This design comes from an exercise in tuning for small area on the open sky130 flow, not from production work. Function was checked by simulation only, so behaviour that the tests miss may differ from the original. No activity file was given, so power comes from the tool's default toggle rates.

Setup of north:
// SystolicCore
module SystolicCore(
	input clk,
	input rst,
	input start,
	input mode_conv_mm,
	input isac,
	input isrelu,
	input isbn,
	input [22:0] dfsm_config,
	input all_data_rdy,
	input pe_config_1_1,
	input pe_config_1_2,
	input pe_config_1_3,
	input pe_config_2_1,
	input pe_config_2_2,
	input pe_config_2_3,
	input [7:0] data_horz_1_1,
	input [7:0] data_horz_1_2,
	input [7:0] data_horz_1_3,
	input [7:0] data_horz_2_1,
	input [7:0] data_horz_2_2,
	input [7:0] data_horz_2_3,
	input [7:0] data_obli_1,
	input [7:0] data_obli_2,
	input [7:0] data_obli_3,
	input [7:0] data_obli_4,
	input [7:0] data_obli_5,
	input [7:0] data_obli_6,
	input [15:0] data_bn_1,
	input [15:0] data_bn_2,
	input data_bn_en,
	output data_preread,
	output [7:0] dout_1_1,
	output [7:0] dout_1_2,
	output [7:0] dout_1_3,
	output [7:0] dout_1_4,
	output [7:0] dout_2_1,
	output [7:0] dout_2_2,
	output [7:0] dout_2_3,
	output [7:0] dout_2_4,
	output dout_en_1_1,
	output dout_en_1_2,
	output dout_en_1_3,
	output dout_en_1_4,
	output dout_en_2_1,
	output dout_en_2_2,
	output dout_en_2_3,
	output dout_en_2_4
);
For scale: about 1500 flip-flops, ~240 I/O pins, ~79000 sq um of cells after synthesis.
==> module ACv2, before the edit <==
module ACv2(
    input clk,
    input rst,
    input [7:0] ipsum,
    input bn_param_in_en,
    input [15:0] bn_param_in,
    input [2:0] config_bits,
    input in_en,
    input F,
    output [7:0] data_out,
    output logic data_out_en,
    output logic [15:0] bn_param_out,
    output logic bn_param_out_en
    );
    parameter IN_WIDTH = 8;
    parameter ACC_WIDTH = 8;
    parameter BN_SCALE_WIDTH = 8;
    parameter BN_SHIFT_WIDTH = 8;
    logic [7:0] ipsum_reg, psum_reg, add_node, bn_node;
    logic [15:0] bn_param_reg;
    logic in_en_dly;
    always @(posedge clk) begin
        ipsum_reg <= (rst & in_en) ? ipsum : 8'd0;
        psum_reg <= add_node;
        in_en_dly <= in_en;
        if (~rst)
            bn_param_reg <= 16'd0;
        else if (bn_param_in_en)
            bn_param_reg <= bn_param_in;
        bn_param_out_en <= bn_param_in_en;
        bn_param_out <= bn_param_in;
    end
    wire [7:0] acc_sum = ipsum_reg + psum_reg;
    assign add_node = (config_bits[2] & in_en_dly) ? acc_sum : ipsum_reg;
    muladd8lo u_bn(.a(add_node), .b(bn_param_reg[15:8]), .c(bn_param_reg[7:0]), .p(bn_node));
    assign data_out = config_bits[0] ? bn_node : add_node;
    assign data_out_en = F;
endmodule
==> module DFSMv2, before the edit <==
module DFSMv2(
    input clk,
    input rst,
    input start,
    input [23:0] config_bits,
    input in_en,
    output logic start_out,
    output logic in_en_bypass,
    output logic A, B, C, D, E, F, G, H
    );
    parameter MAX_nPERIOD = 512;
    parameter MAX_nLMAC = 3072;
    parameter MAX_nSHFT = 3;
    localparam S0 = 2'd0, S1 = 2'd1, S2 = 2'd2, S0p = 2'd3;
    wire mode = config_bits[23];
    wire [8:0] config_nPeriod = config_bits[22:14];
    wire [11:0] config_nLMAC = config_bits[13:2];
    wire [1:0] config_nSHFT = config_bits[1:0];
    logic [1:0] state;
    logic [11:0] mac_count;
    logic [8:0] period_count;
    logic [2:0] F_dly;
    wire [11:0] mac_inc = mac_count + 12'd1;
    wire [8:0] period_inc = period_count + 9'd1;
    wire mac_more = mac_inc < config_nLMAC;
    wire shft_more = mac_count[1:0] < config_nSHFT - 2'd1;
    wire per_more = period_inc < config_nPeriod;
    always @(posedge clk) begin
        if (~rst) begin
            state <= S0;
            mac_count <= 12'd0;
            period_count <= 9'd0;
            F_dly <= 3'd0;
            F <= 1'b0;
        end
        else begin
            case (state)
                S0: begin
                    if (start) state <= S0p;
                    mac_count <= 12'd0;
                    period_count <= 9'd0;
                end
                S0p: begin
                    if (in_en) state <= S1;
                end
                S1: begin
                    if (!mac_more) state <= S2;
                    else if (~in_en) state <= S0p;
                    mac_count <= mac_more ? mac_inc : 12'd0;
                end
                S2: begin
                    if (!shft_more) state <= per_more ? (in_en ? S1 : S0p) : S0;
                    mac_count <= shft_more ? {10'd0, mac_count[1:0] + 2'd1} : 12'd0;
                    if (!mac_count[1]) period_count <= per_more ? period_inc : 9'd0;
                end
            endcase
            F_dly <= {F_dly[1:0], state == S2 && mac_count[1:0] == 2'd0};
            F <= F_dly[config_nSHFT - 2'd1];
        end
    end
    assign A = state == S1;
    assign B = state == S1 || state == S0p;
    always @(posedge clk) begin
        C <= state == S1 || state == S0p;
        D <= state == S1;
        E <= state == S2;
        H <= mode && state == S1;
        in_en_bypass <= in_en;
        start_out <= start;
    end
    assign G = E;
endmodule
==> module DFSMv3, before the edit <==
module DFSMv3(
    input clk,
    input rst,
    input start,
    input [23:0] config_bits,
    input all_data_rdy,
    input in_en,
    output logic start_out,
    output logic in_en_bypass,
    output logic data_preread,
    output logic A, B, C, D, E, F, G, H
    );
    parameter MAX_nPERIOD = 512;
    parameter MAX_nLMAC = 3072;
    parameter MAX_nSHFT = 3;
    localparam S0 = 2'd0, S1 = 2'd1, S2 = 2'd2, S0p = 2'd3;
    wire mode = config_bits[23];
    wire [8:0] config_nPeriod = config_bits[22:14];
    wire [11:0] config_nLMAC = config_bits[13:2];
    wire [1:0] config_nSHFT = config_bits[1:0];
    logic [1:0] state;
    logic [11:0] mac_count;
    logic [8:0] period_count;
    logic [4:0] F_dly;
    wire [11:0] mac_inc = mac_count + 12'd1;
    wire [8:0] period_inc = period_count + 9'd1;
    wire mac_more = mac_inc < config_nLMAC;
    wire shft_more = mac_count[1:0] < config_nSHFT - 2'd1;
    wire per_more = period_inc < config_nPeriod;
    always @(posedge clk) begin
        if (~rst) begin
            state <= S0;
            mac_count <= 12'd0;
            period_count <= 9'd0;
            F_dly <= 5'd0;
            F <= 1'b0;
        end
        else begin
            case (state)
                S0: begin
                    if (start) state <= S0p;
                    mac_count <= 12'd0;
                    period_count <= 9'd0;
                end
                S0p: begin
                    if (all_data_rdy) state <= S1;
                end
                S1: begin
                    if (!mac_more) state <= S2;
                    else if (~all_data_rdy) state <= S0p;
                    mac_count <= mac_more ? mac_inc : 12'd0;
                end
                S2: begin
                    if (!shft_more) state <= per_more ? (all_data_rdy ? S1 : S0p) : S0;
                    mac_count <= shft_more ? {10'd0, mac_count[1:0] + 2'd1} : 12'd0;
                    if (!mac_count[1]) period_count <= per_more ? period_inc : 9'd0;
                end
            endcase
            F_dly <= {F_dly[3:0], state == S2 && mac_count[1:0] == 2'd0};
            F <= F_dly[{1'b0, config_nSHFT} + 3'd1];
        end
    end
    logic A_dly, B_dly, D_dly1, E_dly1, E_dly2, H_dly1, H_dly2;
    always @(posedge clk) begin
        A_dly <= state == S1;
        A <= A_dly;
        D_dly1 <= A;
        D <= D_dly1;
        B_dly <= state == S1 || state == S0p;
        B <= B_dly;
        C <= B;
        E_dly1 <= state == S2;
        E_dly2 <= E_dly1;
        E <= E_dly2;
        H_dly1 <= mode && state == S1;
        H_dly2 <= H_dly1;
        H <= H_dly2;
        in_en_bypass <= in_en;
        start_out <= start;
    end
    assign G = E;
    assign data_preread = state == S1;
endmodule
export LEC_CHECK = 0
export CAP_MARGIN = 0
export CORE_MARGIN = 2
export CORE_UTILIZATION = 60
export CTS_BUF_LIST = sky130_fd_sc_hd__clkbuf_4
export CTS_CLUSTER_DIAMETER = 60
export CTS_CLUSTER_SIZE = 8
export PLACE_DENSITY = 0.7
export SLEW_MARGIN = 0
create_clock -name core_clock -period 12.0 [get_ports {clk}]
standard.sh (not shown) runs the stock make flow with config.mk's settings and CLKGATE_MAP_FILE= SYNTH_SCRIPT=/design/flow/synth_recipe.tcl, a recipe that flattens the netlist after the stock synthesis.
==> flow/flow/run.sh <==
#!/bin/bash
# The standard layout, with the port buffers made of the smallest buffer.
set -e
export BUFFER_PORTS_ARGS="-buffer_cell sky130_fd_sc_hd__buf_1"
bash standard.sh > standard_flow.log 2>&1
Changes in south relative to north:
diff --git a/flow/design.v b/flow/design.v
--- a/flow/design.v
+++ b/flow/design.v
@@ -128,5 +128,6 @@
         bn_param_out <= bn_param_in;
     end
-    wire [7:0] acc_sum = ipsum_reg + psum_reg;
+    wire [7:0] acc_sum;
+    add8 u_acc(.a(ipsum_reg), .b(psum_reg), .s(acc_sum));
     assign add_node = (config_bits[2] & in_en_dly) ? acc_sum : ipsum_reg;
     muladd8lo u_bn(.a(add_node), .b(bn_param_reg[15:8]), .c(bn_param_reg[7:0]), .p(bn_node));
@@ -491,9 +492,12 @@
     logic [8:0] period_count;
     logic [2:0] F_dly;
-    wire [11:0] mac_inc = mac_count + 12'd1;
-    wire [8:0] period_inc = period_count + 9'd1;
-    wire mac_more = mac_inc < config_nLMAC;
+    wire [11:0] mac_inc;
+    inc #(12) u_mac_inc(.a(mac_count), .y(mac_inc));
+    wire [8:0] period_inc;
+    inc #(9) u_per_inc(.a(period_count), .y(period_inc));
+    wire mac_more, per_more;
+    ult #(12) u_mac_lt(.a(mac_inc), .b(config_nLMAC), .lt(mac_more));
     wire shft_more = mac_count[1:0] < config_nSHFT - 2'd1;
-    wire per_more = period_inc < config_nPeriod;
+    ult #(9) u_per_lt(.a(period_inc), .b(config_nPeriod), .lt(per_more));
     always @(posedge clk) begin
         if (~rst) begin
@@ -541,4 +545,23 @@
     assign G = E;
 endmodule
+module ult #(parameter W = 8) (input [W-1:0] a, input [W-1:0] b, output lt);
+  wire [W-1:0] l;
+  assign l[0] = ~a[0] & b[0];
+  genvar i;
+  generate for (i = 1; i < W; i = i + 1) begin : g_bit
+    assign l[i] = (b[i] & ~a[i]) | ((b[i] | ~a[i]) & l[i-1]);
+  end endgenerate
+  assign lt = l[W-1];
+endmodule
+module inc #(parameter W = 8) (input [W-1:0] a, output [W-1:0] y);
+  wire [W-1:0] c;
+  assign y[0] = ~a[0];
+  assign c[0] = a[0];
+  genvar i;
+  generate for (i = 1; i < W; i = i + 1) begin : g_bit
+    assign y[i] = a[i] ^ c[i-1];
+    assign c[i] = a[i] & c[i-1];
+  end endgenerate
+endmodule
 module DFSMv3(
     input clk,
@@ -565,9 +588,12 @@
     logic [8:0] period_count;
     logic [4:0] F_dly;
-    wire [11:0] mac_inc = mac_count + 12'd1;
-    wire [8:0] period_inc = period_count + 9'd1;
-    wire mac_more = mac_inc < config_nLMAC;
+    wire [11:0] mac_inc;
+    inc #(12) u_mac_inc(.a(mac_count), .y(mac_inc));
+    wire [8:0] period_inc;
+    inc #(9) u_per_inc(.a(period_count), .y(period_inc));
+    wire mac_more, per_more;
+    ult #(12) u_mac_lt(.a(mac_inc), .b(config_nLMAC), .lt(mac_more));
     wire shft_more = mac_count[1:0] < config_nSHFT - 2'd1;
-    wire per_more = period_inc < config_nPeriod;
+    ult #(9) u_per_lt(.a(period_inc), .b(config_nPeriod), .lt(per_more));
     always @(posedge clk) begin
         if (~rst) begin
[summary]
- The final layout from south, which completed every stage, passed the timing, design-rule and antenna checks at the end of the flow.
- Compared with north, south shows a higher setup slack.
- Going from north to south, total power moved down; proportion of power drawn by the clock network moved down; die footprint moved down.
- As of south, gate count after technology mapping had fallen by a few percent compared to north.
- Looking only at design area, and setting everything else aside, the lower value of north and south goes to south.
- | final-layout non-clock buffer area share | north vs south | ≈ equal |
- ~same layout sequential cell count in north and south
- Going from north to south, achievable frequency went up, sequential power neither gained nor lost much.

* * *

SystolicCore, a different RTL version from the one above (not shown whole).
For scale: about 7800 cells after synthesis, ~1500 flip-flops, roughly 240 I/O pins, roughly 77000 sq um of cells after synthesis.
==> module DFSMv2, before the edit <==
module DFSMv2(
    input clk,
    input rst,
    input start,
    input [23:0] config_bits,
    input in_en,
    output logic start_out,
    output logic in_en_bypass,
    output logic A, B, C, D, E, F, G, H
    );
    parameter MAX_nPERIOD = 512;
    parameter MAX_nLMAC = 3072;
    parameter MAX_nSHFT = 3;
    localparam S0 = 2'd0, S1 = 2'd1, S2 = 2'd2, S0p = 2'd3;
    wire mode = config_bits[23];
    wire [8:0] config_nPeriod = config_bits[22:14];
    wire [11:0] config_nLMAC = config_bits[13:2];
    wire [1:0] config_nSHFT = config_bits[1:0];
    logic [1:0] state;
    logic [11:0] mac_count;
    logic [8:0] period_count;
    logic [2:0] F_dly;
    wire [11:0] mac_inc = mac_count + 12'd1;
    wire [8:0] period_inc = period_count + 9'd1;
    wire mac_more, per_more;
    ult #(12) u_mac_lt(.a(mac_inc), .b(config_nLMAC), .lt(mac_more));
    wire shft_more = mac_count[1:0] < config_nSHFT - 2'd1;
    ult #(9) u_per_lt(.a(period_inc), .b(config_nPeriod), .lt(per_more));
    always @(posedge clk) begin
        if (~rst) begin
            state <= S0;
            mac_count <= 12'd0;
            period_count <= 9'd0;
            F_dly <= 3'd0;
            F <= 1'b0;
        end
        else begin
            case (state)
                S0: begin
                    if (start) state <= S0p;
                    mac_count <= 12'd0;
                    period_count <= 9'd0;
                end
                S0p: begin
                    if (in_en) state <= S1;
                end
                S1: begin
                    if (!mac_more) state <= S2;
                    else if (~in_en) state <= S0p;
                    mac_count <= mac_more ? mac_inc : 12'd0;
                end
                S2: begin
                    if (!shft_more) state <= per_more ? (in_en ? S1 : S0p) : S0;
                    mac_count <= shft_more ? {10'd0, mac_count[1:0] + 2'd1} : 12'd0;
                    if (!mac_count[1]) period_count <= per_more ? period_inc : 9'd0;
                end
            endcase
            F_dly <= {F_dly[1:0], state == S2 && mac_count[1:0] == 2'd0};
            F <= F_dly[config_nSHFT - 2'd1];
        end
    end
    assign A = state == S1;
    assign B = state == S1 || state == S0p;
    always @(posedge clk) begin
        C <= state == S1 || state == S0p;
        D <= state == S1;
        E <= state == S2;
        H <= mode && state == S1;
        in_en_bypass <= in_en;
        start_out <= start;
    end
    assign G = E;
endmodule
==> module DFSMv3, before the edit <==
module DFSMv3(
    input clk,
    input rst,
    input start,
    input [23:0] config_bits,
    input all_data_rdy,
    input in_en,
    output logic start_out,
    output logic in_en_bypass,
    output logic data_preread,
    output logic A, B, C, D, E, F, G, H
    );
    parameter MAX_nPERIOD = 512;
    parameter MAX_nLMAC = 3072;
    parameter MAX_nSHFT = 3;
    localparam S0 = 2'd0, S1 = 2'd1, S2 = 2'd2, S0p = 2'd3;
    wire mode = config_bits[23];
    wire [8:0] config_nPeriod = config_bits[22:14];
    wire [11:0] config_nLMAC = config_bits[13:2];
    wire [1:0] config_nSHFT = config_bits[1:0];
    logic [1:0] state;
    logic [11:0] mac_count;
    logic [8:0] period_count;
    logic [4:0] F_dly;
    wire [11:0] mac_inc = mac_count + 12'd1;
    wire [8:0] period_inc = period_count + 9'd1;
    wire mac_more, per_more;
    ult #(12) u_mac_lt(.a(mac_inc), .b(config_nLMAC), .lt(mac_more));
    wire shft_more = mac_count[1:0] < config_nSHFT - 2'd1;
    ult #(9) u_per_lt(.a(period_inc), .b(config_nPeriod), .lt(per_more));
    always @(posedge clk) begin
        if (~rst) begin
            state <= S0;
            mac_count <= 12'd0;
            period_count <= 9'd0;
            F_dly <= 5'd0;
            F <= 1'b0;
        end
        else begin
            case (state)
                S0: begin
                    if (start) state <= S0p;
                    mac_count <= 12'd0;
                    period_count <= 9'd0;
                end
                S0p: begin
                    if (all_data_rdy) state <= S1;
                end
                S1: begin
                    if (!mac_more) state <= S2;
                    else if (~all_data_rdy) state <= S0p;
                    mac_count <= mac_more ? mac_inc : 12'd0;
                end
                S2: begin
                    if (!shft_more) state <= per_more ? (all_data_rdy ? S1 : S0p) : S0;
                    mac_count <= shft_more ? {10'd0, mac_count[1:0] + 2'd1} : 12'd0;
                    if (!mac_count[1]) period_count <= per_more ? period_inc : 9'd0;
                end
            endcase
            F_dly <= {F_dly[3:0], state == S2 && mac_count[1:0] == 2'd0};
            F <= F_dly[{1'b0, config_nSHFT} + 3'd1];
        end
    end
    logic A_dly, B_dly, D_dly1, E_dly1, E_dly2, H_dly1, H_dly2;
    always @(posedge clk) begin
        A_dly <= state == S1;
        A <= A_dly;
        D_dly1 <= A;
        D <= D_dly1;
        B_dly <= state == S1 || state == S0p;
        B <= B_dly;
        C <= B;
        E_dly1 <= state == S2;
        E_dly2 <= E_dly1;
        E <= E_dly2;
        H_dly1 <= mode && state == S1;
        H_dly2 <= H_dly1;
        H <= H_dly2;
        in_en_bypass <= in_en;
        start_out <= start;
    end
    assign G = E;
    assign data_preread = state == S1;
endmodule
==> flow/config.mk <==
export PLATFORM = sky130hd
export DESIGN_NAME = SystolicCore
export DESIGN_NICKNAME = SystolicCore
export VERILOG_FILES = /design/flow/design.v
export SDC_FILE = /design/flow/constraint.sdc
export NUM_CORES = 4
export LEC_CHECK = 0
export CAP_MARGIN = 0
export CORE_MARGIN = 2
export CORE_UTILIZATION = 60
export CTS_BUF_LIST = sky130_fd_sc_hd__clkbuf_4
export CTS_CLUSTER_DIAMETER = 80
export CTS_CLUSTER_SIZE = 8
export PLACE_DENSITY = 0.7
export SLEW_MARGIN = 0
==> flow/constraint.sdc <==
create_clock -name core_clock -period 12.0 [get_ports {clk}]
set_input_delay 2.4000 -clock core_clock [delete_from_list [all_inputs] [get_ports {clk}]]
set_output_delay 2.4000 -clock core_clock [all_outputs]
set_load 0.01 [all_outputs]
Scripts as last shown in full above: flow/flow/run.sh
==> next run, changes <==
--- a/flow/design.v
+++ b/flow/design.v
@@ -490,10 +490,12 @@
     logic [1:0] state;
     logic [11:0] mac_count;
     logic [8:0] period_count;
     logic [2:0] F_dly;
-    wire [11:0] mac_inc = mac_count + 12'd1;
-    wire [8:0] period_inc = period_count + 9'd1;
+    wire [11:0] mac_inc;
+    inc #(12) u_mac_inc(.a(mac_count), .y(mac_inc));
+    wire [8:0] period_inc;
+    inc #(9) u_per_inc(.a(period_count), .y(period_inc));
     wire mac_more, per_more;
     ult #(12) u_mac_lt(.a(mac_inc), .b(config_nLMAC), .lt(mac_more));
     wire shft_more = mac_count[1:0] < config_nSHFT - 2'd1;
     ult #(9) u_per_lt(.a(period_inc), .b(config_nPeriod), .lt(per_more));
@@ -550,8 +552,18 @@
     assign l[i] = (b[i] & ~a[i]) | ((b[i] | ~a[i]) & l[i-1]);
   end endgenerate
   assign lt = l[W-1];
 endmodule
+module inc #(parameter W = 8) (input [W-1:0] a, output [W-1:0] y);
+  wire [W-1:0] c;
+  assign y[0] = ~a[0];
+  assign c[0] = a[0];
+  genvar i;
+  generate for (i = 1; i < W; i = i + 1) begin : g_bit
+    assign y[i] = a[i] ^ c[i-1];
+    assign c[i] = a[i] & c[i-1];
+  end endgenerate
+endmodule
 module DFSMv3(
     input clk,
     input rst,
     input start,
@@ -574,10 +586,12 @@
     logic [1:0] state;
     logic [11:0] mac_count;
     logic [8:0] period_count;
     logic [4:0] F_dly;
-    wire [11:0] mac_inc = mac_count + 12'd1;
-    wire [8:0] period_inc = period_count + 9'd1;
+    wire [11:0] mac_inc;
+    inc #(12) u_mac_inc(.a(mac_count), .y(mac_inc));
+    wire [8:0] period_inc;
+    inc #(9) u_per_inc(.a(period_count), .y(period_inc));
     wire mac_more, per_more;
     ult #(12) u_mac_lt(.a(mac_inc), .b(config_nLMAC), .lt(mac_more));
     wire shft_more = mac_count[1:0] < config_nSHFT - 2'd1;
     ult #(9) u_per_lt(.a(period_inc), .b(config_nPeriod), .lt(per_more));
Outcome:
- sequential cell count does not change
- sequential share of layout area came out higher by 0.32 points
- setup slack improves by 0.090 ns
- utilization goes up by 0.25 points
- combinational power hardly moves
- synthesized cell count came out lower by 3.7%
- clock power climbs by about 2%
- total power stays flat
- hold slack is about the same
- cell count went down by 2.8%
- die area fell by 1.1%
- area after synthesis came out lower by 1.1%

what the ideal ports hide:
The flow's constraints put no driver on any port. The routed layouts listed below were extracted and timed again, unchanged, in two steps.
Step 1 (the two cells are an assumption about what drives the block):
set clk [get_ports {clk}]
set_driving_cell -lib_cell sky130_fd_sc_hd__clkbuf_16 $clk
set_driving_cell -lib_cell sky130_fd_sc_hd__buf_2 [delete_from_list [all_inputs] $clk]
Step 2 adds t to the input delays and takes it off the output delays; t is the mean of the earliest and latest rising clock arrival at the registers after step 1. Input paths then give back, and output paths get back, about the clock's delay inside the block.
a / b / c = no drivers / after step 1 / after step 2; a / b = the first two.
run | t (ns) | setup slack, ns | worst setup path after step 2
north | 1.250 | 1.110 / 1.048 / 1.048 | input to output
south | 1.246 | 1.449 / 1.375 / 1.435 | input to output
the first run of note 2 | 1.304 | 1.362 / 1.292 / 1.479 | input to output
the second run of note 2 | 1.298 | 1.452 / 1.370 / 1.444 | input to output
After both steps every run listed still meets setup and hold. For north, which loses most, drivers alone change the setup slack by -0.062 ns; drivers and shift together by -0.062 ns.
